Source: an optimization exercise on an open RTL-to-GDS flow (aim: small area, a short achievable clock period and few clock cycles per item). Production flows keep margins and buffers that such runs may drop. At most, simulation tests tie the RTL to the original design; equivalence was not proved. Only the layout flow was run in run 2; the RTL was not checked for function there.

==> flow/design.v, too long to show whole: its modules and the start of the top module <==
// module fpu_pre_norm_addsub: 134 lines
// module fpu_addsub: 62 lines
// module fpu_post_norm_addsub: 194 lines
// module fpu_pre_norm_mul: 50 lines
// module fpu_mul: 138 lines
// module fpu_post_norm_mul: 293 lines
// module fpu_pre_norm_div: 132 lines
// module fpu_div: 133 lines
// module fpu_post_norm_div: 216 lines
// module fpu_post_norm_intfloat_conv: 276 lines
// module fpu_intfloat_conv_except: 148 lines
// module fpu_intfloat_conv: 221 lines
// module fpu_arith: 354 lines
module fpu_arith
  (
   clk,
   rst,
   opa_i,
   opb_i,
   fpu_op_i,
   rmode_i,
   output_o,
   start_i,
   ready_o,
   ine_o,
   overflow_o,
   underflow_o,
   div_zero_o,
   inf_o,
   zero_o,
   qnan_o,
   snan_o
   );
  // ...
==> flow/run.sh <==
#!/bin/bash
# synth_recipe.tcl (not shown) runs the flow's synth.tcl, then flattens the netlist and writes it again
# the make line also repeats each setting of config.mk as NAME=value (left out here)
make -C /OpenROAD-flow-scripts/flow DESIGN_CONFIG=/design/flow/config.mk WORK_HOME=/design/flow/orfs CLKGATE_MAP_FILE= SYNTH_SCRIPT=/design/flow/synth_recipe.tcl finish
==> flow/config.mk <==
export PLATFORM = sky130hd
export DESIGN_NAME = fpu_arith
export DESIGN_NICKNAME = fpu_arith
export VERILOG_FILES = /design/flow/design.v
export SDC_FILE = /design/flow/constraint.sdc
export NUM_CORES = 4
export LEC_CHECK = 0
export CAP_MARGIN = 20
export CORE_MARGIN = 2
export CORE_UTILIZATION = 35
export SLEW_MARGIN = 20
==> flow/constraint.sdc <==
create_clock -name core_clock -period 9.0 [get_ports {clk}]
set_input_delay 1.8000 -clock core_clock [delete_from_list [all_inputs] [get_ports {clk}]]
set_output_delay 1.8000 -clock core_clock [all_outputs]
set_load 0.01 [all_outputs]
==> results by group, run 1 <==
Layout
  • Clock buffer cells: 183
  • Data buffer area share: 0.0240
  • Largest cell class: multi-input gates
  • Cell area after layout: 0.0892 mm^2
  • #MultiIn Comb: 6839
  • Sequential cells: 1226

Worst setup path
  • Critical Path End Type: register
  • Critical Path Sink: fpu_mul.s_fract_o[46]$_DFFE_PP0P_
  • CP bufs+invs: 1
  • R2r worst-path depth: 21

STA
  • Final setup vio count: 0
  • Relative slew slack: 0.144
  • Hold Vio Cnt, Final: 0

Route
  • Met1 wire length: 128000 um

Yosys
  • Syn Inst Count: 9089
  • Ys flop type: dfrtp_1
  • Cell variety after synth: 90
  • Top post-synthesis cells by count: dfrtp_1, nand2_1, nor2_1, a21oi_1, mux2i_1
  • Simple-Gate Fraction of Synth Area: 0.180

Status
  • Status: finished clean

Clocking
  • Worst-Skew Late Latency: 0.82 ns

Global route
  • Number of global-route vias before repair: 67.3k
  • Total track usage: 0.241
Testbench counts, summed over its fixed seeds: cycles 295,988, ops 16,000.
==> module fpu_arith, before the edit <==
module fpu_arith
  (
   clk,
   rst,
   opa_i,
   opb_i,
   fpu_op_i,
   rmode_i,
   output_o,
   start_i,
   ready_o,
   ine_o,
   overflow_o,
   underflow_o,
   div_zero_o,
   inf_o,
   zero_o,
   qnan_o,
   snan_o
   );
   parameter FP_WIDTH = 32;
   parameter MUL_COUNT = 34;  
   parameter FRAC_WIDTH = 23;
   parameter EXP_WIDTH = 8;
   parameter ZERO_VECTOR = 31'd0;
   parameter INF = 31'b1111111100000000000000000000000;
   parameter QNAN = 31'b11111111_10000000000000000000000;
   parameter SNAN = 31'b11111111_00000000000000000000001;
   input  clk;
   input  rst;
   input [FP_WIDTH-1:0] opa_i;
   input [FP_WIDTH-1:0] opb_i;
   input [2:0] 		fpu_op_i;
   input [1:0] 		rmode_i;
   input 		start_i;
   output reg 		ready_o;
   output reg [FP_WIDTH-1:0] output_o;
   output reg 		     ine_o;
   output reg 		     overflow_o;
   output reg 		     underflow_o;
   output reg 		     div_zero_o;
   output reg 		     inf_o;
   output reg 		     zero_o;
   output reg 		     qnan_o;
   output reg 		     snan_o;
   reg [FP_WIDTH-1:0] 	     s_opa_i;
   reg [FP_WIDTH-1:0] 	     s_opb_i;
   reg [2:0] 		     s_fpu_op_i;
   reg [1:0] 		     s_rmode_i;
   reg 			     s_start_i;
   reg [5:0] 		     s_count;  
   reg [FP_WIDTH-1:0] 	     s_output1;   
   reg [FP_WIDTH-1:0] 	     s_output_o;  
   reg 			     s_ine_o;
   wire 		     s_overflow_o, 
			     s_underflow_o, 
			     s_div_zero_o, 
			     s_inf_o, s_zero_o, s_qnan_o, s_snan_o;
   wire 		     s_infa, s_infb;
   parameter t_state_waiting = 0,
	       t_state_busy = 1;
   reg 			     s_state;
   wire [27:0] 		     prenorm_addsub_fracta_28_o;
   wire [27:0] 		     prenorm_addsub_fractb_28_o;
   wire [7:0] 		     prenorm_addsub_exp_o; 
   wire [27:0] 		     addsub_fract_o; 
   wire 		     addsub_sign_o;
   wire [31:0] 		     postnorm_addsub_output_o; 
   wire 		     postnorm_addsub_ine_o;
   wire [9:0] 		     pre_norm_mul_exp_10;
   wire [23:0] 		     pre_norm_mul_fracta_24 ;
   wire [23:0] 		     pre_norm_mul_fractb_24 ;
   wire [47:0] 		     mul_fract_48;
   wire [47:0] 		     mul_24_fract_48;
   wire 		     mul_24_sign;   
   wire [47:0] 		     serial_mul_fract_48;
   wire 		     serial_mul_sign;   
   wire 		     mul_sign;
   wire [31:0] 		     post_norm_mul_output   ;
   wire 		     post_norm_mul_ine;
   wire [49:0] 		     pre_norm_div_dvdnd;
   wire [26:0] 		     pre_norm_div_dvsor;
   wire [EXP_WIDTH+1:0]      pre_norm_div_exp;   
   wire [26:0] 		     serial_div_qutnt;
   wire [26:0] 		     serial_div_rmndr;
   wire 		     serial_div_sign;   
   wire 		     serial_div_div_zero;
   wire [31:0] 		     post_norm_div_output;
   wire 		     post_norm_div_ine;
   wire [51:0] 		     pre_norm_sqrt_fracta_o;   
   wire [7:0] 		     pre_norm_sqrt_exp_o;   
   wire [25:0] 		     sqrt_sqr_o;
   wire 		     sqrt_ine_o;
   wire [31:0] 		     post_norm_sqrt_output  ;
   wire 		     post_norm_sqrt_ine_o;
   wire [31:0] 		     intfloat_conv_output_s;
   wire 		     intfloat_conv_ine_s;
   fpu_pre_norm_addsub fpu_prenorm_addsub
     (
      .clk(clk)  ,
      .rst(rst),
      .opa_i(s_opa_i)  ,
      .opb_i(s_opb_i)  ,
      .fracta_28_o(prenorm_addsub_fracta_28_o)  ,
      .fractb_28_o(prenorm_addsub_fractb_28_o)  ,
      .exp_o(prenorm_addsub_exp_o) );
   fpu_addsub fpu_addsub
     (      
	    .clk(clk)  ,
 	    .rst(rst), 
	    .fpu_op_i(s_fpu_op_i[0]),		 
	    .fracta_i(prenorm_addsub_fracta_28_o)	 ,	
	    .fractb_i(prenorm_addsub_fractb_28_o)	 ,		
	    .signa_i( s_opa_i[31]),			
	    .signb_i( s_opb_i[31]),				
	    .fract_o(addsub_fract_o)  ,			
	    .sign_o(addsub_sign_o)  );	
   fpu_post_norm_addsub fpu_postnorm_addsub
     (
      .clk(clk)  ,
      .rst(rst),
      .opa_i(s_opa_i)  ,
      .opb_i(s_opb_i)  ,	
      .fract_28_i(addsub_fract_o)  ,
      .exp_i(prenorm_addsub_exp_o)  ,
      .sign_i(addsub_sign_o)  ,
      .fpu_op_i(s_fpu_op_i[0]), 
      .rmode_i(s_rmode_i)  ,
      .output_o(postnorm_addsub_output_o)  ,
      .ine_o(postnorm_addsub_ine_o)  
      );
   fpu_pre_norm_mul fpu_pre_norm_mul
     (
      .clk(clk),
      .rst(rst),
      .opa_i(s_opa_i),
      .opb_i(s_opb_i),
      .exp_10_o(pre_norm_mul_exp_10),
      .fracta_24_o(pre_norm_mul_fracta_24),
      .fractb_24_o(pre_norm_mul_fractb_24));
   fpu_mul fpu_mul
     (
      .clk(clk)  ,
      .rst(rst),
      .fracta_i(pre_norm_mul_fracta_24)  ,
      .fractb_i(pre_norm_mul_fractb_24)  ,
      .signa_i(s_opa_i[31]),
      .signb_i(s_opb_i[31]),
      .start_i(s_start_i)  ,
      .fract_o(serial_mul_fract_48)  ,
      .sign_o(serial_mul_sign) 	,
      .ready_o()
      );
   fpu_post_norm_mul fpu_post_norm_mul
     (
      .clk(clk)  ,
      .rst(rst),
      .opa_i(s_opa_i)  ,
      .opb_i(s_opb_i)  ,
      .exp_10_i(pre_norm_mul_exp_10)  ,
      .fract_48_i(serial_mul_fract_48)	 ,  
      .sign_i(serial_mul_sign)	 ,  
      .rmode_i(s_rmode_i)  ,
      .output_o(post_norm_mul_output)  ,
      .ine_o(post_norm_mul_ine)  
      );
   fpu_pre_norm_div fpu_pre_norm_div
     (
      .clk(clk)  ,
      .rst(rst),
      .opa_i(s_opa_i)  ,
      .opb_i(s_opb_i)  ,
      .exp_10_o(pre_norm_div_exp)  ,
      .dvdnd_50_o(pre_norm_div_dvdnd)	 ,
      .dvsor_27_o(pre_norm_div_dvsor)	 );
   fpu_div fpu_div
     (
      .clk(clk) ,
      .rst(rst),
      .dvdnd_i(pre_norm_div_dvdnd)  ,
      .dvsor_i(pre_norm_div_dvsor)  ,
      .sign_dvd_i(s_opa_i[31]),
      .sign_div_i(s_opb_i[31]),
      .start_i(s_start_i)  ,
      .ready_o()  ,
      .qutnt_o(serial_div_qutnt)  ,
      .rmndr_o(serial_div_rmndr)  ,
      .sign_o(serial_div_sign)  ,
      .div_zero_o(serial_div_div_zero)	 );
   fpu_post_norm_div fpu_post_norm_div
     (
      .clk(clk)  ,
      .rst(rst),
      .opa_i(s_opa_i)  ,
      .opb_i(s_opb_i)  ,
      .qutnt_i(serial_div_qutnt) 	,
      .rmndr_i(serial_div_rmndr)  ,
      .exp_10_i(pre_norm_div_exp)  ,
      .sign_i(serial_div_sign)	 ,
      .rmode_i(s_rmode_i) 	,
      .output_o(post_norm_div_output)  ,
      .ine_o(post_norm_div_ine)  );
   fpu_intfloat_conv fpu_intfloat_conv
     (
      .clk(clk),
      .rst(rst),
      .rmode(s_rmode_i),
      .fpu_op(fpu_op_i),
      .opa(opa_i),
      .out(intfloat_conv_output_s),
      .snan(),
      .ine(intfloat_conv_ine_s),
      .inv(),
      .overflow(),
      .underflow(),
      .zero()
      );
   always @(posedge clk or posedge rst)
     if (rst)
       begin
	  s_opa_i <= 'd0;
	  s_opb_i <= 'd0;
	  s_fpu_op_i <= 'd0;
	  s_rmode_i <= 'd0;
	  s_start_i <= 1'b0;
       end
     else
       begin
	  s_opa_i <= opa_i;
	  s_opb_i <= opb_i;
	  s_fpu_op_i <= fpu_op_i;
	  s_rmode_i <= rmode_i;
	  s_start_i <= start_i;
       end
   always @(posedge clk or posedge rst)
     if (rst)
       begin
          output_o <= 'd0;
	  ine_o <= 1'b0;
	  overflow_o <= 1'b0;
	  underflow_o <= 1'b0;
	  div_zero_o <= 1'b0;
	  inf_o <= 1'b0;
	  zero_o <= 1'b0;
	  qnan_o <= 1'b0;
	  snan_o <= 1'b0;
       end
     else
       begin
	  output_o <= s_output_o;
	  ine_o <= s_ine_o;
	  overflow_o <= s_overflow_o;
	  underflow_o <= s_underflow_o;
	  div_zero_o <= s_div_zero_o & !s_infa;
	  inf_o <= s_inf_o;
	  zero_o <= s_zero_o;
	  qnan_o <= s_qnan_o;
	  snan_o <= s_snan_o;
       end
   always @(posedge clk or posedge rst)
     if (rst)
       begin
	  s_state <= t_state_waiting;
	  s_count <= 0;
	  ready_o <= 1'b0;
       end
     else
       begin
	  if (s_start_i)  begin
	     s_state <= t_state_busy;
	     s_count <= 0;
	  end
	  else if (s_state == t_state_busy) begin
	     if (((s_count == 6) & ((fpu_op_i==3'd0) | (fpu_op_i==3'd1))) |
		 ((s_count==MUL_COUNT) & (fpu_op_i==3'd2)) |
		 ((s_count==33) & (fpu_op_i==3'd3)) |
		 ((s_count==5) & (fpu_op_i == 3'd4)) |
		 ((s_count==5) & (fpu_op_i == 3'd5))) 
	       begin
		  s_state <= t_state_waiting;
		  ready_o <= 1;
		  s_count <= 0;
	       end
	     else
	       s_count <= s_count + 1;
	  end  
	  else begin
	     s_state <= t_state_waiting;
	     ready_o <= 0;
	  end  
       end  
   always @(posedge clk or posedge rst)
     if (rst)
       begin
	  s_output1 <= 'd0;
	  s_ine_o <= 1'b0;
       end
     else
       begin
	  case(fpu_op_i)
	    3'd0,
	      3'd1: begin
		 s_output1 <= postnorm_addsub_output_o;
		 s_ine_o <= postnorm_addsub_ine_o;
	      end
	    3'd2: begin
	       s_output1 <= post_norm_mul_output;
	       s_ine_o <= post_norm_mul_ine;
	    end
	    3'd3: begin
	       s_output1 <= post_norm_div_output;
	       s_ine_o <= post_norm_div_ine;
	    end
	    3'd4, 3'd5 : begin
	       s_output1 <= intfloat_conv_output_s;
	       s_ine_o <= intfloat_conv_ine_s;
	    end
	    default: begin
	       s_output1 <= 0;
	       s_ine_o <= 0;
	    end
	  endcase  
       end  
   assign s_infa = &s_opa_i[30:23];
   assign s_infb = &s_opb_i[30:23];
   always @*
     begin
	if (s_rmode_i==2'd0 | s_div_zero_o | s_infa | s_infb | s_qnan_o |
	    s_qnan_o)  
	  s_output_o = s_output1;
	else if (s_rmode_i==2'd1 & (&s_output1[30:23]))
	  s_output_o = {s_output1[31], 31'b1111111_01111111_11111111_11111111};
	else if (s_rmode_i==2'd2 & (&s_output1[31:23]))
	  s_output_o = {32'b11111111_01111111_11111111_11111111};
	else if (s_rmode_i==2'd3) begin
	   if (((s_fpu_op_i==3'd0) | (s_fpu_op_i==3'd1)) & s_zero_o & 
	       (s_opa_i[31] | (s_fpu_op_i[0] ^ s_opb_i[31])))
	     s_output_o = {1'b1,s_output1[30:0]};
	   else if (s_output1[31:23]==9'b0_11111111)
	     s_output_o = 32'b01111111011111111111111111111111;
	   else
	     s_output_o = s_output1;
	end
	else
	  s_output_o = s_output1;
     end  
   assign s_underflow_o = (s_output1[30:23]==8'h00) & s_ine_o;
   assign s_overflow_o = (s_output1[30:23]==8'hff) & s_ine_o;
   assign s_div_zero_o = serial_div_div_zero & fpu_op_i==3'd3;
   assign s_inf_o = s_output1[30:23]==8'hff & !(s_qnan_o | s_snan_o);
   assign s_zero_o = !(|s_output1[30:0]);
   assign s_qnan_o = s_output1[30:0]==QNAN;
   assign s_snan_o = s_output1[30:0]==SNAN;
endmodule  
==> run 2: changes to the inputs <==
==> flow/design.v (replaced) <==
module fpu_as_s1
  (
   input [31:0]      opa_i,
   input [31:0]      opb_i,
   output [27:0]     fa_o,
   output [27:0]     fb_o,
   output [7:0]      exp_o
   );
   wire [7:0] 	     s_expa = opa_i[30:23];
   wire [7:0] 	     s_expb = opb_i[30:23];
   wire [22:0] 	     s_fracta = opa_i[22:0];
   wire [22:0] 	     s_fractb = opb_i[22:0];
   wire 	     s_expa_gt_expb = s_expa > s_expb;
   wire 	     s_opa_dn = !(|s_expa);
   wire 	     s_opb_dn = !(|s_expb);
   assign exp_o = s_expa_gt_expb ? s_expa : s_expb;
   wire [27:0] 	     s_fracta_28 = {1'b0, !s_opa_dn, s_fracta, 3'b000};
   wire [27:0] 	     s_fractb_28 = {1'b0, !s_opb_dn, s_fractb, 3'b000};
   reg [7:0] 	     s_exp_diff;
   always @*
     case ({s_expa_gt_expb, s_opa_dn ^ s_opb_dn})
       2'b00: s_exp_diff = s_expb - s_expa;
       2'b01: s_exp_diff = s_expb - (s_expa + 8'd1);
       2'b10: s_exp_diff = s_expa - s_expb;
       default: s_exp_diff = s_expa - (s_expb + 8'd1);
     endcase
   wire [27:0] 	     s_fract_sm_28 = s_expa_gt_expb ? s_fractb_28 : s_fracta_28;
   wire [27:0] 	     s_fract_shr_28 = s_fract_sm_28 >> s_exp_diff;
   wire [27:0] 	     s_lost_mask = ~(28'hfffffff << s_exp_diff);
   wire 	     s_sticky = |(s_fract_sm_28 & s_lost_mask);
   wire [27:0] 	     fa = s_expa_gt_expb ? s_fracta_28 :
			  {s_fract_shr_28[27:1], (s_sticky | s_fract_shr_28[0])};
   wire [27:0] 	     fb = s_expa_gt_expb ? {s_fract_shr_28[27:1], (s_sticky | s_fract_shr_28[0])} :
			  s_fractb_28;
   assign fa_o = fa;
   assign fb_o = fb;
endmodule
module fpu_as_add
  (
   input [27:0]      fa,
   input [27:0]      fb,
   input 	     signa,
   input 	     signb,
   input 	     fpu_op_i,
   output [27:0]     fract_o,
   output 	     sign_o
   );
   wire [28:0] 	     d_ab = {1'b0, fa} - {1'b0, fb};
   wire [28:0] 	     d_ba = {1'b0, fb} - {1'b0, fa};
   wire 	     fa_gt_fb = d_ba[28];
   wire 	     fa_eq_fb = fa == fb;
   wire 	     s_addop = ((signa ^ signb) & !fpu_op_i) | ((signa ^~ signb) & fpu_op_i);
   assign fract_o = s_addop ? (fa_gt_fb ? d_ab[27:0] : d_ba[27:0]) : fa + fb;
   wire 	     fract_zero = s_addop ? fa_eq_fb : !(|fa) & !(|fb);
   assign sign_o = (fract_zero & !(signa & signb)) ? 1'b0 :
		   (!signa & (!fa_gt_fb & (fpu_op_i ^ signb))) |
		   (signa & (fa_gt_fb | (fpu_op_i ^ signb)));
endmodule
module fpu_as_s2a
  (
   input [27:0]      fract_28_i,
   input [7:0] 	     exp_i,
   output [27:0]     fracto28_1_o,
   output [8:0]      expo9_1_o,
   output 	     x_sticky_o,  
   output 	     x_lost_o,  
   output 	     zero_fract_o
   );
   wire 	     s_carry = fract_28_i[27];
   reg [5:0] 	     lzeroes;
   integer 	     i;
   always @* begin
      lzeroes = 6'd27;
      for (i = 0; i < 27; i = i + 1)
	if (fract_28_i[i]) lzeroes = 6'd26 - i;
   end
   wire [5:0] 	     s_zeros = s_carry ? 6'd0 : lzeroes;
   wire [9:0] 	     s_exp10 = {2'd0, exp_i} + {9'd0, s_carry} - {4'd0, s_zeros};
   reg [5:0] 	     s_shl1;
   reg 		     s_shr1;
   reg [8:0] 	     s_expo9_1;
   always @* begin
      if (s_exp10[9] | !(|s_exp10)) begin
	 s_shr1 = 1'b0;
	 s_expo9_1 = 9'd1;
	 s_shl1 = (|exp_i) ? exp_i[5:0] - 6'd1 : 6'd0;
      end else if (s_exp10[8]) begin
	 s_shr1 = 1'b0;
	 s_shl1 = 6'd0;
	 s_expo9_1 = 9'b011111111;
      end else begin
	 s_shr1 = s_carry;
	 s_shl1 = s_zeros;
	 s_expo9_1 = s_exp10[8:0];
      end
   end
   assign fracto28_1_o = s_shr1 ? {1'b0, fract_28_i[27:1]} : fract_28_i << s_shl1;
   assign expo9_1_o = s_expo9_1;
   assign x_sticky_o = fract_28_i[0] & fract_28_i[27];
   assign x_lost_o = s_shr1 & fract_28_i[0];
   assign zero_fract_o = s_zeros == 6'd27 & !fract_28_i[27];
endmodule
module fpu_as_s2b
  (
   input [27:0]      s_fracto28_1,
   input [8:0] 	     s_expo9_1,
   input 	     x_sticky,
   input 	     x_lost,
   input 	     s_zero_fract,
   input 	     sign_i,
   input [1:0] 	     rmode_i,
   input 	     nan_in,  
   input 	     nan_op,  
   input 	     nan_sign,
   input 	     inf_in,  
   output [31:0]     output_o,
   output 	     ine_o
   );
   localparam [30:0] INF = 31'b1111111100000000000000000000000;
   localparam [30:0] QNAN = 31'b1111111110000000000000000000000;
   wire [8:0] 	     s_expo9_2 = (s_fracto28_1[27:26] == 2'b00) ? s_expo9_1 - 9'd1 : s_expo9_1;
   wire 	     s_sticky = s_fracto28_1[0] | x_sticky;
   wire 	     s_roundup = rmode_i == 2'b00 ?
				 s_fracto28_1[2] & ((s_fracto28_1[1] | s_sticky) | s_fracto28_1[3]) :
				 rmode_i == 2'b10 ?
				 (s_fracto28_1[2] | s_fracto28_1[1] | s_sticky) & !sign_i :
				 rmode_i == 2'b11 ?
				 (s_fracto28_1[2] | s_fracto28_1[1] | s_sticky) & sign_i :
				 1'b0;
   wire [27:0] 	     s_fracto28_rnd = s_roundup ? s_fracto28_1 + 28'd8 : s_fracto28_1;
   wire 	     s_shr2 = s_fracto28_rnd[27];
   wire [8:0] 	     s_expo9_3 = (s_shr2 & s_expo9_2 != 9'b011111111) ? s_expo9_2 + 9'd1 : s_expo9_2;
   wire [27:0] 	     s_fracto28_2 = s_shr2 ? {1'b0, s_fracto28_rnd[27:1]} : s_fracto28_rnd;
   wire 	     s_lost = x_lost | (s_shr2 & s_fracto28_rnd[0]) | (|s_fracto28_2[2:0]);
   wire 	     s_overflow = s_expo9_3 == 9'b011111111 & !inf_in;
   assign ine_o = (s_lost | s_overflow) & !inf_in;
   assign output_o = (nan_in | nan_op) ? {nan_sign, QNAN} :
		     inf_in | s_overflow ? {sign_i, INF} :
		     s_zero_fract ? {sign_i, 31'd0} :
		     {sign_i, s_expo9_3[7:0], s_fracto28_2[25:3]};
endmodule
module fpu_mul_s1
  (
   input [31:0]      opa_i,
   input [31:0]      opb_i,
   input [35:0]      plo_i,  
   output [35:0]     plo_o,
   output [47:0]     fract_o,
   output [9:0]      exp_10_o
   );
   wire [7:0] 	     s_expa = opa_i[30:23];
   wire [7:0] 	     s_expb = opb_i[30:23];
   wire 	     s_opa_dn = !(|s_expa);
   wire 	     s_opb_dn = !(|s_expb);
   wire [23:0] 	     fracta_24 = {!s_opa_dn, opa_i[22:0]};
   wire [23:0] 	     fractb_24 = {!s_opb_dn, opb_i[22:0]};
   wire [9:0] 	     s_expa_in = {2'd0, s_expa} + {9'd0, s_opa_dn};
   wire [9:0] 	     s_expb_in = {2'd0, s_expb} + {9'd0, s_opb_dn};
   assign exp_10_o = s_expa_in + s_expb_in - 10'b0001111111;
   assign plo_o = fracta_24 * fractb_24[11:0];
   wire [35:0] 	     phi = fracta_24 * fractb_24[23:12] + {12'd0, plo_i[35:12]};
   assign fract_o = {phi, plo_i[11:0]};
endmodule
module fpu_mul_s2
  (
   input [47:0]      fract_48_i,
   input [9:0] 	     exp_10_i,
   output [47:0]     frac2a_o,
   output [8:0]      expo1_o,
   output 	     lost_o
   );
   wire 	     s_carry = fract_48_i[47];
   reg [5:0] 	     s_zeros_l;
   reg [5:0] 	     s_r_zeros;
   integer 	     i;
   always @* begin
      s_zeros_l = 6'd46;
      for (i = 1; i < 47; i = i + 1)
	if (fract_48_i[i]) s_zeros_l = 6'd46 - i;
      s_r_zeros = 6'd48;
      for (i = 47; i >= 0; i = i - 1)
	if (fract_48_i[i]) s_r_zeros = i;
   end
   wire [5:0] 	     s_zeros = s_carry ? 6'd0 : s_zeros_l;
   wire [9:0] 	     s_exp_10a = exp_10_i + {9'd0, s_carry};
   wire [9:0] 	     s_exp_10b = s_exp_10a - {4'd0, s_zeros};
   wire 	     c_a = s_exp_10a[9] | !(|s_exp_10a);
   wire 	     c_b = s_exp_10b[9] | !(|s_exp_10b);
   wire [9:0] 	     v_shr1 = c_a ? 10'd1 - s_exp_10a + {9'd0, s_carry} :
			      c_b ? 10'd0 :
			      s_exp_10b[8] ? 10'd0 : {9'd0, s_carry};
   wire [9:0] 	     v_shl1 = c_a ? 10'd0 :
			      c_b ? {4'd0, s_zeros} - s_exp_10a :
			      s_exp_10b[8] ? 10'd0 : {4'd0, s_zeros};
   assign expo1_o = c_a ? 9'd1 : c_b ? 9'd1 : s_exp_10b[8] ? 9'b011111111 : s_exp_10b[8:0];
   wire [5:0] 	     s_shr2 = v_shr1[6] ? 6'b111111 : v_shr1[5:0];
   wire [5:0] 	     s_shl2 = v_shl1[5:0];
   assign frac2a_o = (|s_shr2) ? fract_48_i >> s_shr2 : fract_48_i << s_shl2;
   assign lost_o = s_shr2 > s_r_zeros;
endmodule
module fpu_mul_s3
  (
   input [47:0]      frac2a_i,
   input [8:0] 	     expo1_i,
   input 	     lost_i,
   input 	     sign_i,
   input [1:0] 	     rmode_i,
   input 	     nan_in,
   input 	     nan_op,
   input 	     inf_in,
   input 	     op_0,
   output [31:0]     output_o,
   output 	     ine_o
   );
   localparam [30:0] INF = 31'b1111111100000000000000000000000;
   localparam [30:0] QNAN = 31'b1111111110000000000000000000000;
   wire [8:0] 	     s_expo2b = frac2a_i[46] ? expo1_i : expo1_i - 9'd1;
   wire 	     s_guard = frac2a_i[22];
   wire 	     s_round = frac2a_i[21];
   wire 	     s_sticky = (|frac2a_i[20:0]) | lost_i;
   wire 	     s_roundup = rmode_i == 2'b00 ?
				 s_guard & ((s_round | s_sticky) | frac2a_i[23]) :
				 rmode_i == 2'b10 ?
				 (s_guard | s_round | s_sticky) & !sign_i :
				 rmode_i == 2'b11 ?
				 (s_guard | s_round | s_sticky) & sign_i :
				 1'b0;
   wire [24:0] 	     s_frac_rnd = frac2a_i[47:23] + {24'd0, s_roundup};
   wire 	     s_shr3 = s_frac_rnd[24];
   wire [8:0] 	     s_expo3 = (s_shr3 & (s_expo2b != 9'b011111111)) ? s_expo2b + 9'd1 : s_expo2b;
   wire [24:0] 	     s_frac3 = (s_shr3 & (s_expo2b != 9'b011111111)) ? {1'b0, s_frac_rnd[24:1]} : s_frac_rnd;
   wire 	     s_overflow = (s_expo3 == 9'b011111111) & !inf_in;
   assign ine_o = !op_0 & (lost_i | (|frac2a_i[22:0]) | s_overflow);
   assign output_o = (nan_in | nan_op) ? {sign_i, QNAN} :
		     inf_in | s_overflow ? {sign_i, INF} :
		     op_0 ? {sign_i, 31'd0} :
		     {sign_i, s_expo3[7:0], s_frac3[22:0]};
endmodule
module fpu_div_s1
  (
   input [31:0]      opa_i,
   input [31:0]      opb_i,
   output [23:0]     dvdnd_o,
   output [23:0]     dvsor_o,
   output [9:0]      exp_10_o
   );
   wire [7:0] 	     s_expa = opa_i[30:23];
   wire [7:0] 	     s_expb = opb_i[30:23];
   wire 	     s_opa_dn = !(|s_expa);
   wire 	     s_opb_dn = !(|s_expb);
   wire [23:0] 	     s_fracta_24 = {!s_opa_dn, opa_i[22:0]};
   wire [23:0] 	     s_fractb_24 = {!s_opb_dn, opb_i[22:0]};
   reg [4:0] 	     s_dvd_zeros;
   reg [4:0] 	     s_div_zeros;
   integer 	     i;
   always @* begin
      s_dvd_zeros = 5'd24;
      s_div_zeros = 5'd24;
      for (i = 0; i < 24; i = i + 1) begin
	 if (s_fracta_24[i]) s_dvd_zeros = 5'd23 - i;
	 if (s_fractb_24[i]) s_div_zeros = 5'd23 - i;
      end
   end
   assign dvdnd_o = s_fracta_24 << s_dvd_zeros;
   assign dvsor_o = s_fractb_24 << s_div_zeros;
   wire [9:0] 	     s_expa_in = {2'd0, s_expa} + {9'd0, s_opa_dn};
   wire [9:0] 	     s_expb_in = {2'd0, s_expb} + {9'd0, s_opb_dn};
   assign exp_10_o = s_expa_in - s_expb_in + 10'b0001111111 -
		     {5'd0, s_dvd_zeros} + {5'd0, s_div_zeros};
endmodule
module fpu_div_step
  (
   input [24:0]      rem_i,
   input [23:0]      dvsor_i,
   output [24:0]     rem_o,
   output 	     q_o
   );
   wire [24:0] 	     b = {1'b0, dvsor_i};
   wire [24:0] 	     g0 = ~rem_i & b;
   wire [24:0] 	     p0 = ~(rem_i ^ b);
   wire [24:0] 	     g1 = g0 | (p0 & {g0[23:0], 1'b0});
   wire [24:0] 	     p1 = p0 & {p0[23:0], 1'b0};
   wire [24:0] 	     g2 = g1 | (p1 & {g1[22:0], 2'b0});
   wire [24:0] 	     p2 = p1 & {p1[22:0], 2'b0};
   wire [24:0] 	     g3 = g2 | (p2 & {g2[20:0], 4'b0});
   wire [24:0] 	     p3 = p2 & {p2[20:0], 4'b0};
   wire [24:0] 	     g4 = g3 | (p3 & {g3[16:0], 8'b0});
   wire [24:0] 	     p4 = p3 & {p3[16:0], 8'b0};
   wire [24:0] 	     g5 = g4 | (p4 & {g4[8:0], 16'b0});
   wire [24:0] 	     bin = {g5[23:0], 1'b0};
   wire [24:0] 	     diff = rem_i ^ b ^ bin;
   assign q_o = !g5[24];
   assign rem_o = q_o ? {diff[23:0], 1'b0} : {rem_i[23:0], 1'b0};
endmodule
module fpu_div_s2a
  (
   input [26:0]      qutnt_i,
   input [9:0] 	     exp_10_i,
   output [26:0]     fraco1_o,
   output [8:0]      expo2_o,
   output 	     lost0_o,  
   output 	     lost1_o  
   );
   wire 	     s_qutdn = !qutnt_i[26];
   wire [9:0] 	     s_exp_10b = exp_10_i - {9'd0, s_qutdn};
   wire 	     c_b = s_exp_10b[9] | !(|s_exp_10b);
   wire [9:0] 	     v_shr = c_b ? (10'd1 - s_exp_10b) - {9'd0, s_qutdn} : 10'd0;
   wire [9:0] 	     v_shl = c_b ? 10'd0 : s_exp_10b[8] ? 10'd0 : {9'd0, s_qutdn};
   wire [8:0] 	     s_expo1 = c_b ? 9'd1 : s_exp_10b[8:0];
   wire [5:0] 	     s_shr1 = v_shr[6] ? 6'b111111 : v_shr[5:0];
   wire [5:0] 	     s_shl1 = v_shl[5:0];
   wire [26:0] 	     s_fraco1 = (|s_shr1) ? qutnt_i >> s_shr1 : qutnt_i << s_shl1;
   assign fraco1_o = s_fraco1;
   assign expo2_o = s_fraco1[26] ? s_expo1 : s_expo1 - 9'd1;
   reg [5:0] 	     s_r_zeros;
   integer 	     i;
   always @* begin
      s_r_zeros = 6'd27;
      for (i = 26; i >= 0; i = i - 1)
	if (qutnt_i[i]) s_r_zeros = i;
   end
   assign lost0_o = s_shr1 > s_r_zeros;
   assign lost1_o = (s_shr1 + 6'd1) > s_r_zeros;
endmodule
module fpu_div_s2b
  (
   input [26:0]      s_fraco1,
   input [8:0] 	     s_expo2,
   input 	     lost0,
   input 	     lost1,
   input 	     rmndr_nz_i,
   input 	     sign_i,
   input [1:0] 	     rmode_i,
   input 	     nan_in,
   input 	     infa,
   input 	     infb,
   input 	     opa_0,
   input 	     opb_0,
   output [31:0]     output_o,
   output 	     ine_o
   );
   localparam [30:0] INF = 31'b1111111100000000000000000000000;
   localparam [30:0] QNAN = 31'b1111111110000000000000000000000;
   wire 	     s_guard = s_fraco1[2];
   wire 	     s_round = s_fraco1[1];
   wire 	     s_sticky = s_fraco1[0] | rmndr_nz_i;
   wire 	     s_roundup = rmode_i == 2'b00 ?
				 s_guard & ((s_round | s_sticky) | s_fraco1[3]) :
				 rmode_i == 2'b10 ?
				 (s_guard | s_round | s_sticky) & !sign_i :
				 rmode_i == 2'b11 ?
				 (s_guard | s_round | s_sticky) & sign_i :
				 1'b0;
   wire [24:0] 	     s_frac_rnd = {1'b0, s_fraco1[26:3]} + {24'd0, s_roundup};
   wire 	     s_shr2 = s_frac_rnd[24];
   wire [8:0] 	     s_expo3 = s_shr2 ? s_expo2 + 9'd1 : s_expo2;
   wire [24:0] 	     s_fraco2 = s_shr2 ? {1'b0, s_frac_rnd[24:1]} : s_frac_rnd;
   wire 	     s_lost = s_shr2 ? lost1 : lost0;
   wire 	     s_op_0 = opa_0 | opb_0;
   wire 	     s_opab_0 = opa_0 & opb_0;
   wire 	     s_nan_op = (infa & infb) | s_opab_0;
   wire 	     s_inf_result = (&s_expo3[7:0]) | s_expo3[8] | opb_0;
   wire 	     s_overflow = s_inf_result & !infa & !opb_0;
   assign ine_o = !s_op_0 & (s_lost | (|s_fraco1[2:0]) | s_overflow | rmndr_nz_i);
   assign output_o = (nan_in | s_nan_op) ? {sign_i, QNAN} :
		     infa | s_overflow | s_inf_result ? {sign_i, INF} :
		     s_op_0 | infb ? {sign_i, 31'd0} :
		     {sign_i, s_expo3[7:0], s_fraco2[22:0]};
endmodule
module fpu_conv_s1
  (
   input [31:0]      opa,
   input 	     op_f2i,  
   input [1:0] 	     rmode,
   output [22:0]     fract_out,
   output 	     r_o,
   output 	     s_o,
   output [7:0]      exp_out,
   output 	     exp_in_lt_half_o,
   output 	     f2i_zero_o,
   output 	     f2i_max_o,
   output 	     fract_in_00_o,
   output 	     fract_in_lo_nz_o,
   output 	     sign_a_o,
   output 	     sign_b_o
   );
   wire 	     opas = opa[31];
   wire [7:0] 	     expa = opa[30:23];
   wire 	     opa_inf = (&expa) & !(|opa[22:0]);
   wire 	     opa_nan = (&expa) & (|opa[22:0]);
   wire [7:0] 	     exp_in = op_f2i ? expa : 8'd0;
   wire [47:0] 	     fract_in = op_f2i ?
			       (opas ? 48'd1 - {24'h00, (|expa), opa[22:0]} - 48'd1 :
				{24'h0, (|expa), opa[22:0]}) :
			       (opas ? 48'd1 - {opa[30:0], 17'h01} : {opa[30:0], 17'h0});
   reg [5:0] 	     fi_ldz;
   integer 	     i;
   always @* begin
      fi_ldz = 6'd48;
      for (i = 1; i < 48; i = i + 1)
	if (fract_in[i]) fi_ldz = 6'd48 - i;
   end
   wire 	     fract_in_00 = !(|fract_in);
   wire 	     rmode_00 = rmode == 2'b00;
   wire 	     rmode_11 = rmode == 2'b11;
   wire 	     exp_in_00 = !(|exp_in);
   wire [7:0] 	     f2i_emin = rmode_00 ? 8'h7e : 8'h7f;
   wire 	     f2i_exp_gt_max = exp_in > 8'h9d;
   wire 	     f2i_exp_lt_min = exp_in < f2i_emin;
   wire 	     f2i_zero = (((f2i_exp_lt_min & (opas & (!rmode_11 | fract_in_00))) |
				  (f2i_exp_lt_min & !opas) |
				  (f2i_exp_gt_max & opas))
				 & !(&exp_in)) |
			        (opa_inf & opas) |
			        (fract_in_00 & exp_in_00);
   wire 	     f2i_max = ((((!opas & f2i_exp_gt_max) |
				  (f2i_exp_lt_min & !fract_in_00 & rmode_11 & opas))
				 & !(&exp_in)) |
				(opa_nan | (opa_inf & !opas))) &
			       !(opas & fract_in_00 & exp_in_00);
   wire [7:0] 	     f2i_shft = exp_in - 8'h7d;
   wire [7:0] 	     conv_shft = op_f2i ? f2i_shft : {2'h0, fi_ldz};
   wire [47:0] 	     fract_in_shftl = (|conv_shft[7:6] | (f2i_zero & op_f2i)) ?
				      48'd0 : fract_in << conv_shft[5:0];
   assign fract_out = fract_in_shftl[47:25];
   assign r_o = fract_in_shftl[24];
   assign s_o = |fract_in_shftl[23:0];
   wire [7:0] 	     exp_i2f = fract_in_00 ? (opas ? 8'h9e : 8'd0) : (8'h9e - {2'd0, fi_ldz});
   wire [55:0] 	     exp_f2i_1 = {{8{fract_in[47]}}, fract_in} << f2i_shft;
   wire [7:0] 	     exp_f2i = f2i_zero ? 8'd0 : f2i_max ? 8'hff : exp_f2i_1[55:48];
   assign exp_out = op_f2i ? exp_f2i : exp_i2f;
   assign exp_in_lt_half_o = exp_in < 8'h80;
   assign f2i_zero_o = f2i_zero;
   assign f2i_max_o = f2i_max;
   assign fract_in_00_o = fract_in_00;
   assign fract_in_lo_nz_o = |fract_in[23:0];
   assign sign_a_o = opas & f2i_exp_gt_max & f2i_zero;
   assign sign_b_o = opa_nan | (f2i_zero & !f2i_max & !(opa_inf & opas));
endmodule
module fpu_conv_s2
  (
   input [22:0]      fract_out,
   input 	     r,
   input 	     s,
   input [7:0] 	     exp_out,
   input 	     exp_in_lt_half,
   input 	     f2i_zero,
   input 	     f2i_max,
   input 	     fract_in_00,
   input 	     fract_in_lo_nz,
   input 	     sign_a,
   input 	     sign_b,
   input 	     opas,
   input 	     op_f2i,
   input [1:0] 	     rmode,
   output [31:0]     out,
   output 	     ine
   );
   wire 	     rmode_01 = rmode == 2'b01;
   wire 	     rmode_10 = rmode == 2'b10;
   wire 	     rmode_11 = rmode == 2'b11;
   wire 	     sign = rmode_11 ? !opas : opas;
   wire 	     exp_out_ff = &exp_out;
   wire 	     exp_out_fe = &exp_out[7:1] & !exp_out[0];
   wire 	     fract_out_7fffff = &fract_out;
   wire [23:0] 	     fract_out_pl1 = fract_out + 24'd1;
   wire [7:0] 	     exp_out_pl1 = exp_out + 8'd1;
   wire 	     g = fract_out[0];
   wire 	     trunc_nz = r | s;
   wire 	     round = (g & r) | (r & s);
   wire 	     exp_rnd_adj0;
   wire [22:0] 	     fract_out_rnd0;
   assign {exp_rnd_adj0, fract_out_rnd0} = round ? fract_out_pl1 : {1'b0, fract_out};
   wire [7:0] 	     exp_out_rnd0 = exp_rnd_adj0 ? exp_out_pl1 : exp_out;
   wire [22:0] 	     fract_out_rnd1 = 1'b0 ? 23'h7fffff :
				      (op_f2i & trunc_nz & opas) ? fract_out_pl1[22:0] : fract_out;
   wire [7:0] 	     exp_out_rnd1 = (exp_out_ff & !op_f2i) ? 8'd0 :
				    (op_f2i & opas & trunc_nz & fract_out_pl1[23]) ? exp_out_pl1 : exp_out;
   wire 	     round2a = !exp_out_fe | !fract_out_7fffff | (exp_out_fe & fract_out_7fffff);
   wire 	     round2_fasu = ((r | s) & !sign) & (!exp_out[7] | (exp_out[7] & round2a));
   wire 	     round2_f2i = rmode_10 & ((fract_in_lo_nz & !opas & exp_in_lt_half) | trunc_nz);
   wire 	     round2 = op_f2i ? round2_f2i : round2_fasu;
   wire 	     exp_rnd_adj2a;
   wire [22:0] 	     fract_out_rnd2a;
   assign {exp_rnd_adj2a, fract_out_rnd2a} = round2 ? fract_out_pl1 : {1'b0, fract_out};
   wire [7:0] 	     exp_out_rnd2a = exp_rnd_adj2a ? exp_out_pl1 : exp_out;
   wire [22:0] 	     fract_out_rnd2 = 1'b0 ? 23'h7fffff : fract_out_rnd2a;
   wire [7:0] 	     exp_out_rnd2 = (sign & exp_out_ff & !op_f2i) ? 8'hfe : exp_out_rnd2a;
   reg [7:0] 	     exp_out_rnd;
   reg [22:0] 	     fract_out_rnd;
   always @* begin
      case (rmode)
	2'd0: begin exp_out_rnd = exp_out_rnd0; fract_out_rnd = fract_out_rnd0; end
	2'd1: begin exp_out_rnd = exp_out_rnd1; fract_out_rnd = fract_out_rnd1; end
	default: begin exp_out_rnd = exp_out_rnd2; fract_out_rnd = fract_out_rnd2; end
      endcase
   end
   wire 	     exp_out_final_ff = &exp_out_final;
   wire 	     ovf0 = exp_out_final_ff & !rmode_01 & !op_f2i;
   wire [22:0] 	     fract_out_final = ovf0 ? 23'h0 : (f2i_max & op_f2i) ? 23'h7fffff : fract_out_rnd;
   wire [7:0] 	     exp_out_final = (f2i_max & op_f2i) ? 8'hff : exp_out_rnd;
   wire [30:0] 	     out_d = {exp_out_final, fract_out_final};
   wire 	     f2i_out_sign = sign_a ? 1'b1 :
				    (sign_b | (!(|out_d) & !f2i_zero)) ? 1'b0 : opas;
   assign out = {op_f2i ? f2i_out_sign : opas, out_d};
   wire 	     f2i_ine = (f2i_zero & !fract_in_00 & !opas) |
			       trunc_nz |
			       (f2i_zero & exp_in_lt_half & opas & !fract_in_00) |
			       (f2i_max & rmode_11 & exp_in_lt_half);
   assign ine = op_f2i ? f2i_ine : trunc_nz;
endmodule
module fpu_arith
  (
   clk,
   rst,
   opa_i,
   opb_i,
   fpu_op_i,
   rmode_i,
   output_o,
   start_i,
   ready_o,
   ine_o,
   overflow_o,
   underflow_o,
   div_zero_o,
   inf_o,
   zero_o,
   qnan_o,
   snan_o
   );
   input  clk;
   input  rst;
   input [31:0] opa_i;
   input [31:0] opb_i;
   input [2:0] 	fpu_op_i;
   input [1:0] 	rmode_i;
   input 	start_i;
   output reg 	ready_o;
   output reg [31:0] output_o;
   output reg 	     ine_o;
   output reg 	     overflow_o;
   output reg 	     underflow_o;
   output reg 	     div_zero_o;
   output reg 	     inf_o;
   output reg 	     zero_o;
   output reg 	     qnan_o;
   output reg 	     snan_o;
   localparam [30:0] QNAN = 31'b11111111_10000000000000000000000;
   localparam [30:0] SNAN = 31'b11111111_00000000000000000000001;
   reg 		     busy;
   reg [3:0] 	     cnt;
   reg [2:0] 	     op_r;
   reg [1:0] 	     rm_r;
   wire 	     op_mul = fpu_op_i == 3'd2;
   wire 	     op_div = fpu_op_i == 3'd3;
   wire 	     op_as = fpu_op_i[2:1] == 2'b00;
   wire 	     op_cv = fpu_op_i[2];
   wire 	     last = busy & (op_as ? cnt == 4'd0 : op_mul ? cnt == 4'd1 : cnt == 4'd7);
   always @(posedge clk or posedge rst)
     if (rst) begin
	busy <= 1'b0;
	ready_o <= 1'b0;
	cnt <= 3'd0;
     end else begin
	if (start_i) begin
	   busy <= !op_cv;
	   ready_o <= op_cv;
	   cnt <= 4'd0;
	end else if (last) begin
	   busy <= 1'b0;
	   ready_o <= 1'b1;
	end else begin
	   ready_o <= 1'b0;
	   cnt <= cnt + 4'd1;
	end
     end
   reg sa, sb, infa, infb, nana, nanb, za, zb;
   always @(posedge clk)
     if (start_i) begin
	op_r <= fpu_op_i;
	rm_r <= rmode_i;
	sa <= opa_i[31];
	sb <= opb_i[31];
	infa <= &opa_i[30:23];
	infb <= &opb_i[30:23];
	nana <= (&opa_i[30:23]) & (|opa_i[22:0]);
	nanb <= (&opb_i[30:23]) & (|opb_i[22:0]);
	za <= !(|opa_i[30:0]);
	zb <= !(|opb_i[30:0]);
     end
   wire [27:0] as_fa_d, as_fb_d;
   wire [7:0]  as_exp_d;
   reg [27:0]  as_fa, as_fb;
   reg [7:0]   as_exp;
   fpu_as_s1 u_as_s1 (.opa_i(opa_i), .opb_i(opb_i), .fa_o(as_fa_d), .fb_o(as_fb_d), .exp_o(as_exp_d));
   always @(posedge clk)
     if (start_i) begin
	as_fa <= as_fa_d;
	as_fb <= as_fb_d;
	as_exp <= as_exp_d;
     end
   wire [27:0] as_fract_d;
   wire        as_sign_d;
   fpu_as_add u_as_add (.fa(as_fa), .fb(as_fb), .signa(sa), .signb(sb), .fpu_op_i(op_r[0]),
			.fract_o(as_fract_d), .sign_o(as_sign_d));
   wire [27:0] as_f1_d;
   wire [8:0]  as_e1_d;
   wire        as_xs_d, as_xl_d, as_zf_d;
   fpu_as_s2a u_as_s2a (.fract_28_i(as_fract_d), .exp_i(as_exp), .fracto28_1_o(as_f1_d),
			.expo9_1_o(as_e1_d), .x_sticky_o(as_xs_d), .x_lost_o(as_xl_d),
			.zero_fract_o(as_zf_d));
   reg [27:0]  as_f1;
   reg [8:0]   as_e1;
   reg 	       as_xs, as_xl, as_zf, as_sign;
   always @(posedge clk)
     if (busy & op_as) begin
	as_f1 <= as_f1_d;
	as_e1 <= as_e1_d;
	as_xs <= as_xs_d;
	as_xl <= as_xl_d;
	as_zf <= as_zf_d;
	as_sign <= as_sign_d;
     end
   wire [31:0] as_out;
   wire        as_ine;
   fpu_as_s2b u_as_s2b
     (.s_fracto28_1(as_f1), .s_expo9_1(as_e1), .x_sticky(as_xs), .x_lost(as_xl),
      .s_zero_fract(as_zf), .sign_i(as_sign), .rmode_i(rm_r),
      .nan_in(nana | nanb),
      .nan_op(infa & infb & (sa ^ (op_r[0] ^ sb))),
      .nan_sign((nana & nanb) ? as_sign : nana ? sa : sb),
      .inf_in(infa | infb),
      .output_o(as_out), .ine_o(as_ine));
   wire [47:0] mul_p_d;
   wire [9:0]  mul_e_d;
   reg [47:0]  mul_m;
   reg [9:0]   mul_e;
   reg 	       mul_lost;
   wire [47:0] mul_frac2a_d;
   wire [8:0]  mul_expo1_d;
   wire        mul_lost_d;
   wire [35:0] mul_plo_d;
   fpu_mul_s1 u_mul_s1 (.opa_i(opa_i), .opb_i(opb_i), .plo_i(mul_m[35:0]), .plo_o(mul_plo_d),
			.fract_o(mul_p_d), .exp_10_o(mul_e_d));
   fpu_mul_s2 u_mul_s2 (.fract_48_i(mul_m), .exp_10_i(mul_e), .frac2a_o(mul_frac2a_d),
			.expo1_o(mul_expo1_d), .lost_o(mul_lost_d));
   always @(posedge clk)
     if (start_i) begin
	mul_m <= {12'd0, mul_plo_d};
	mul_e <= mul_e_d;
     end else if (busy & op_mul & cnt == 4'd0) begin
	mul_m <= mul_p_d;
     end else if (busy & op_mul) begin
	mul_m <= mul_frac2a_d;
	mul_e <= {1'b0, mul_expo1_d};
	mul_lost <= mul_lost_d;
     end
   wire [31:0] mul_out;
   wire        mul_ine;
   fpu_mul_s3 u_mul_s3
     (.frac2a_i(mul_m), .expo1_i(mul_e[8:0]), .lost_i(mul_lost), .sign_i(sa ^ sb),
      .rmode_i(rm_r), .nan_in(nana | nanb), .nan_op((infa | infb) & (za | zb)),
      .inf_in(infa | infb), .op_0(za | zb),
      .output_o(mul_out), .ine_o(mul_ine));
   wire [23:0] div_a_d, div_b_d;
   wire [9:0]  div_e_d;
   reg [24:0]  div_rem;
   reg [23:0]  div_b;
   reg [9:0]   div_e;
   reg [27:0]  div_q;
   fpu_div_s1 u_div_s1 (.opa_i(opa_i), .opb_i(opb_i), .dvdnd_o(div_a_d), .dvsor_o(div_b_d),
			.exp_10_o(div_e_d));
   wire [24:0] r0, r1, r2, r3, r4;
   wire [3:0]  qd;
   assign r0 = div_rem;
   fpu_div_step u_st0 (.rem_i(r0), .dvsor_i(div_b), .rem_o(r1), .q_o(qd[3]));
   fpu_div_step u_st1 (.rem_i(r1), .dvsor_i(div_b), .rem_o(r2), .q_o(qd[2]));
   fpu_div_step u_st2 (.rem_i(r2), .dvsor_i(div_b), .rem_o(r3), .q_o(qd[1]));
   fpu_div_step u_st3 (.rem_i(r3), .dvsor_i(div_b), .rem_o(r4), .q_o(qd[0]));
   always @(posedge clk)
     if (start_i) begin
	div_rem <= {1'b0, div_a_d};
	div_b <= div_b_d;
	div_e <= div_e_d;
     end else if (busy & op_div & !cnt[3] & (cnt != 4'd7)) begin
	div_rem <= r4;
	div_q <= {div_q[23:0], qd};
     end
   wire [26:0] div_f1_d;
   wire [8:0]  div_e2_d;
   wire        div_l0_d, div_l1_d;
   reg [26:0]  div_f1;
   reg [8:0]   div_e2;
   reg 	       div_l0, div_l1;
   fpu_div_s2a u_div_s2a (.qutnt_i(div_q[27:1]), .exp_10_i(div_e), .fraco1_o(div_f1_d),
			  .expo2_o(div_e2_d), .lost0_o(div_l0_d), .lost1_o(div_l1_d));
   always @(posedge clk)
     if (busy & op_div & cnt == 4'd7) begin
	div_f1 <= div_f1_d;
	div_e2 <= div_e2_d;
	div_l0 <= div_l0_d;
	div_l1 <= div_l1_d;
     end
   wire [31:0] div_out;
   wire        div_ine;
   fpu_div_s2b u_div_s2b
     (.s_fraco1(div_f1), .s_expo2(div_e2), .lost0(div_l0), .lost1(div_l1),
      .rmndr_nz_i(|div_rem), .sign_i(sa ^ sb),
      .rmode_i(rm_r), .nan_in(nana | nanb), .infa(infa), .infb(infb), .opa_0(za), .opb_0(zb),
      .output_o(div_out), .ine_o(div_ine));
   wire [22:0] cv_fract_d;
   wire        cv_r_d, cv_s_d;
   wire [7:0]  cv_exp_out_d;
   wire        cv_eh_d, cv_zero_d, cv_max_d, cv_f00_d, cv_lonz_d, cv_sa_d, cv_sb_d;
   reg [22:0]  cv_fract;
   reg 	       cv_r, cv_s;
   reg [7:0]   cv_exp_out;
   reg 	       cv_eh, cv_zero, cv_max, cv_f00, cv_lonz, cv_sa, cv_sb;
   fpu_conv_s1 u_cv_s1
     (.opa(opa_i), .op_f2i(fpu_op_i[0]), .rmode(rmode_i),
      .fract_out(cv_fract_d), .r_o(cv_r_d), .s_o(cv_s_d), .exp_out(cv_exp_out_d),
      .exp_in_lt_half_o(cv_eh_d),
      .f2i_zero_o(cv_zero_d), .f2i_max_o(cv_max_d), .fract_in_00_o(cv_f00_d),
      .fract_in_lo_nz_o(cv_lonz_d), .sign_a_o(cv_sa_d), .sign_b_o(cv_sb_d));
   always @(posedge clk)
     if (start_i) begin
	cv_fract <= cv_fract_d;
	cv_r <= cv_r_d;
	cv_s <= cv_s_d;
	cv_exp_out <= cv_exp_out_d;
	cv_eh <= cv_eh_d;
	cv_zero <= cv_zero_d;
	cv_max <= cv_max_d;
	cv_f00 <= cv_f00_d;
	cv_lonz <= cv_lonz_d;
	cv_sa <= cv_sa_d;
	cv_sb <= cv_sb_d;
     end
   wire [31:0] cv_out;
   wire        cv_ine;
   fpu_conv_s2 u_cv_s2
     (.fract_out(cv_fract), .r(cv_r), .s(cv_s), .exp_out(cv_exp_out), .exp_in_lt_half(cv_eh), .f2i_zero(cv_zero), .f2i_max(cv_max),
      .fract_in_00(cv_f00), .fract_in_lo_nz(cv_lonz), .sign_a(cv_sa), .sign_b(cv_sb),
      .opas(sa), .op_f2i(op_r[0]), .rmode(rm_r), .out(cv_out), .ine(cv_ine));
   reg [31:0]  s_output1;
   reg 	       s_ine_o;
   always @* begin
      case (op_r)
	3'd0, 3'd1: begin s_output1 = as_out; s_ine_o = as_ine; end
	3'd2: begin s_output1 = mul_out; s_ine_o = mul_ine; end
	3'd3: begin s_output1 = div_out; s_ine_o = div_ine; end
	3'd4, 3'd5: begin s_output1 = cv_out; s_ine_o = cv_ine; end
	default: begin s_output1 = 32'd0; s_ine_o = 1'b0; end
      endcase
   end
   wire s_div_zero_o = zb & !za & (op_r == 3'd3);
   wire s_qnan_o = s_output1[30:0] == QNAN;
   wire s_snan_o = s_output1[30:0] == SNAN;
   wire s_zero_o = !(|s_output1[30:0]);
   wire s_exp_ff = &s_output1[30:23];
   wire s_exp_00 = !(|s_output1[30:23]);
   always @* begin
      if (rm_r == 2'd0 | s_div_zero_o | infa | infb | s_qnan_o)
	output_o = s_output1;
      else if (rm_r == 2'd1 & s_exp_ff)
	output_o = {s_output1[31], 31'b1111111_01111111_11111111_11111111};
      else if (rm_r == 2'd2 & s_exp_ff & s_output1[31])
	output_o = 32'b11111111_01111111_11111111_11111111;
      else if (rm_r == 2'd3) begin
	 if (((op_r == 3'd0) | (op_r == 3'd1)) & s_zero_o & (sa | (op_r[0] ^ sb)))
	   output_o = {1'b1, s_output1[30:0]};
	 else if (!s_output1[31] & s_exp_ff)
	   output_o = 32'b01111111011111111111111111111111;
	 else
	   output_o = s_output1;
      end else
	output_o = s_output1;
      ine_o = s_ine_o;
      overflow_o = s_exp_ff & s_ine_o;
      underflow_o = s_exp_00 & s_ine_o;
      div_zero_o = s_div_zero_o & !infa;
      inf_o = s_exp_ff & !(s_qnan_o | s_snan_o);
      zero_o = s_zero_o;
      qnan_o = s_qnan_o;
      snan_o = s_snan_o;
   end
endmodule
==> run 2 against run 1 <==
The layout now fails its checks (negative setup slack). Die area fell by 7.5%. Global-route usage rose by 7.6 points. Sequential cell count fell by 881. Critical path type unchanged.
==> results by group, run 2 <==
Floorplan
  • Initial core utilization: 0.351 (was 0.353)
  • I/O pins: 113 (unchanged)
  • Die ar.: 0.216 mm^2 (was 0.234 mm^2)
  • Core area: 0.212 mm^2 (was 0.228 mm^2)
  • Die width: 465 um (was 483 um)
  • Row count: 169 (was 175)
  • Die Ht: 465 um (was 483 um)

Clocking
  • H-tree Lvls: 2 (was 4)
  • Clk root buf: clkbuf_16 (unchanged)
  • Worst-Skew Late Latency: 0.72 ns (was 0.82 ns)
  • CTS tree: yes (unchanged)
  • CTS sink count: 345 (was 1226)
  • Clock-pin slew on the worst setup and hold paths: 0.05 ns (was 0.06 ns)
  • TritonCTS buffer count: 48 (was 141)
  • Number of hold buffers added after cts: 0 (unchanged)
  • Worst-case clock buffer depth: 3 (unchanged)

Yosys
  • Most common cell in the netlist: nand2_1 (was dfrtp_1)
  • Top post-synthesis cells by count: nand2_1, nor2_1, inv_1, a21oi_1, mux2i_1 (was dfrtp_1, nand2_1, nor2_1, a21oi_1, mux2i_1)
  • Syn Std Cell Area: 0.0743 mm^2 (was 0.0804 mm^2)
  • Async SR Flop Fraction: 0.0174 (was 0.969)
  • Post-synth EDFFs: 326 (was 38)
  • Register area share after synthesis: 0.137 (was 0.384)
  • Syn nets: 10.8k (was 9481)
  • Ranking of synthesized cells by area: edfxtp_1, fa_1, mux2i_1 (was dfrtp_1, mux2i_1, nand2_1)
  • Synthesized flop and latch total: 345 (was 1226)
  • Syn Inst Count: 9802 (was 9089)
  • Ys flop type: edfxtp_1 (was dfrtp_1)
  • Mapped Avg Cell Area: 7.58 um^2 (was 8.85 um^2)
  • Post-synth top area share: 0.132 (was 0.370)
  • Cell variety after synth: 110 (was 90)
  • Leading area contributor after synthesis: edfxtp_1 (was dfrtp_1)
  • Ys Warns: 8 (was 13)

Worst setup path
  • Reg2Reg Setup Slack: -3.73 ns (was 2.89 ns)
  • Required @ worst endpoint: 9.52 ns (was 9.63 ns)
  • WP data arrival: 13.26 ns (was 6.74 ns)
  • R2r worst-path depth: 67 (was 21)
  • Kind of critical path: register to register (unchanged)
  • Slowest CP cell: edfxtp_1 (was o41ai_1)
  • Crit-path max FO: 11 (was 21)
  • Reg-to-reg endpoint: div_rem[23]$_DFFE_PP_ (was fpu_mul.s_fract_o[46]$_DFFE_PP0P_)
  • Launching point of the worst reg2reg path: div_rem[1]$_DFFE_PP_ (was fpu_mul.s_count[1]$_DFFE_PP0P_)
  • Startpoint type of the worst setup path: register (unchanged)
  • Critical Path End Type: register (unchanged)
  • Largest stage delay on the critical path: 0.41 ns (was 0.60 ns)

Route
  • Vias post-DR: 81.2k (was 69.9k)
  • Wire per inst: 26.2 um (was 24.3 um)
  • Final ANT Viol Nets: 0 (unchanged)
  • DRC errors left: 0 (unchanged)
  • Final WL: 357000 um (was 291000 um)
  • Drt pass-1 iters: 7 (was 6)
  • 1st-iter DRT viols: 9284 (was 7749)
  • Vias/cell: 5.95 (was 5.84)

STA
  • Final setup margin: -3.73 ns (was 2.89 ns)
  • Hold Vio Cnt, Final: 0 (unchanged)
  • Relative slew slack: 0.161 (was 0.144)
  • Hold Slack: 0.542 ns (was 0.337 ns)
  • Final setup vio count: 52 (was 0)
  • Unrepaired setup endpoints after global routing: true (was false)
  • Final period utilization: 1.41 (was 0.679)
  • Actual slew at the worst max-slew pin: 1.25 ns (was 1.27 ns)
  • Final Max Slew Viols: 0 (unchanged)
  • FMAX: 78.5 MHz (was 164 MHz)
  • Post-layout min period: 12.73 ns (was 6.11 ns)
  • Worst clock skew: 0.0479 ns (was 0.0621 ns)

Worst hold path
  • Hold WC Path Type: register to register (unchanged)
  • Min-delay src: busy$_DFFE_PP0P_ (was fpu_mul.fract_o[47]$_DFF_PP0_)
  • Hold endpoint: busy$_DFFE_PP0P_ (was fpu_post_norm_mul.s_fract_48_i[47]$_DFF_PP0_)
  • Hold Path Stages: 2 (was 0)

Global route
  • Number of global-route vias before repair: 79.2k (was 67.3k)
  • Largest net degree at the start of global routing: 60 (was 178)
  • Total track usage: 0.317 (was 0.241)
  • Total grt overflow: 0 (unchanged)
  • Global-route wire length before repair: 522000 um (was 435000 um)
  • Initial antenna violation count: 22 (unchanged)

Status
  • Violated checks: negative setup slack
  • Status: finished with violations (was finished clean)

Layout
  • Commonest non-fill, non-tap cell in the layout: buf_4 (was dfrtp_1)
  • Max FFs per register: 46
  • Biggest register: mul_m
  • Most frequent cells in the layout: buf_4, nand2_1, nor2_1 (was dfrtp_1, nand2_1, nor2_1)
  • Largest regs: mul_m (46), as_f1 (28), div_q (28)
  • Final-stage net count: 11.8k (was 9238)
  • P&R area growth vs syn: 23.7% (was 10.9%)
  • Share of layout cells above drive strength 1: 0.191 (was 0.0786)

Place
  • Gp weighted congestion: 1.02 (was 0.984)
  • DP HPWL: 289000 um (was 222000 um)
  • Pre-CTS setup slack: -4.58 ns (was 3.01 ns)
  • Port Buf Inserts: 112 (unchanged)

Run
  • Max-cap violations: 0 (unchanged)
-- run 2: layout make-up --
cell class,count,area (um^2)
fill,21300,120000
multi-input combinational,7973,60300
timing repair buffer,1598,13200
sequential,345,10200
tap,2821,3530
inverter,822,3090
clock buffer,61,1310
clock inverter,28,362
antenna,3,7.51
-- run 2: critical path, delay by kind of cell (launching register included) --
family,cells,cell delay [ns]
fa+ha+maj,4,1.00
buf+inv,14,2.04
mux,3,0.74
simple gates,10,1.40
compound gates,36,6.90
flops,1,0.41
-- run 2: worst max path at each step --
stage                     depth (start not counted)                    end                    from  slack (ns)
after global placement                           65  div_rem[23]$_DFFE_PP_    div_rem[1]$_DFFE_PP_       -4.43
after detailed placement                         64  div_rem[20]$_DFFE_PP_    div_rem[1]$_DFFE_PP_       -4.58
final                                            67  div_rem[23]$_DFFE_PP_    div_rem[1]$_DFFE_PP_       -3.73
after CTS                                        65  div_rem[23]$_DFFE_PP_    div_rem[1]$_DFFE_PP_       -3.63
after floorplan                                  68  div_rem[11]$_DFFE_PP_  div_b[1]$_SDFFCE_PP0P_       -3.64
after global routing                             70  div_rem[23]$_DFFE_PP_    div_rem[1]$_DFFE_PP_       -4.35
-- run 2: timing repair --
item,in CTS,in global routing
pin swaps,74,93
endpoints found under the setup margin,79,90
gates cloned,5,3
endpoints found under the hold margin,0,0
setup buffers,69,50
resized for setup,302,157
-- run 2: kinds of logic (layout without fill, tap and decap cells) --
kind of cell             count (synthesis)  count (layout)  share of synthesized area
AND/OR/NAND/NOR                       3538            3539                      0.221
AO/OA/AOI/OAI                         2349            2349                      0.207
buffers and inverters                 1485            2509                     0.0757
adder cells (fa/ha/maj)                951             951                      0.209
multiplexers                           720             720                      0.101
XOR/XNOR                               414             414                     0.0488
flip-flops                             345             345                      0.137
other                                    0               3                          0
-- run 2: per-layer routing --
layer | vias to the layer above | wire length, um | track usage
met2 | 3978 | 154000 | 0.485
met4 | 26 | 18600 | 0.141
met3 | 790 | 33300 | 0.0636
li1 | 36700 | - | -
met5 | - | 166 | 0
met1 | 39700 | 151000 | 0.431
-- run 2: per-stage QoR --
stage	util	instances	instance area [um^2]	setup TNS, ns
finish	0.435	13700	92000	-98.40
global route	0.435	13700	92000	-118.62
CTS	0.429	13600	90800	-97.40
detailed placement	0.415	13400	87800	-134.35
global placement	0.415	13400	87800	-129.09
floorplan	-	9802	74600	-88.75

## afterwards: timing with drivers on the ports
The results above use ideal ports. As a check the final layouts listed here were re-extracted and re-timed, cells and wires unchanged.
Step 1 (the two cells are an assumption about what drives the block):
set clk [get_ports {clk}]
set_driving_cell -lib_cell sky130_fd_sc_hd__clkbuf_16 $clk
set_driving_cell -lib_cell sky130_fd_sc_hd__buf_2 [delete_from_list [all_inputs] $clk]
Step 2 moves the port delays by t, midway between the first and last clock arrival at a register: inputs arrive t later, outputs are due t later. That takes back most of the time a late clock gives input paths.
Slacks: ideal ports / drivers / drivers and shift; pairs: ideal ports / drivers.
run | t, ns | slack for setup (ns) | worst setup path at the end | worst slew at a driven data input, ns | pins driven straight from the clock port
run 1 | 0.885 | 2.888 / 2.888 / 2.888 | register to register | 0.13 | 1
run 2 | 0.792 | -3.734 / -3.734 / -3.734 | register to register | 0.11 | 1
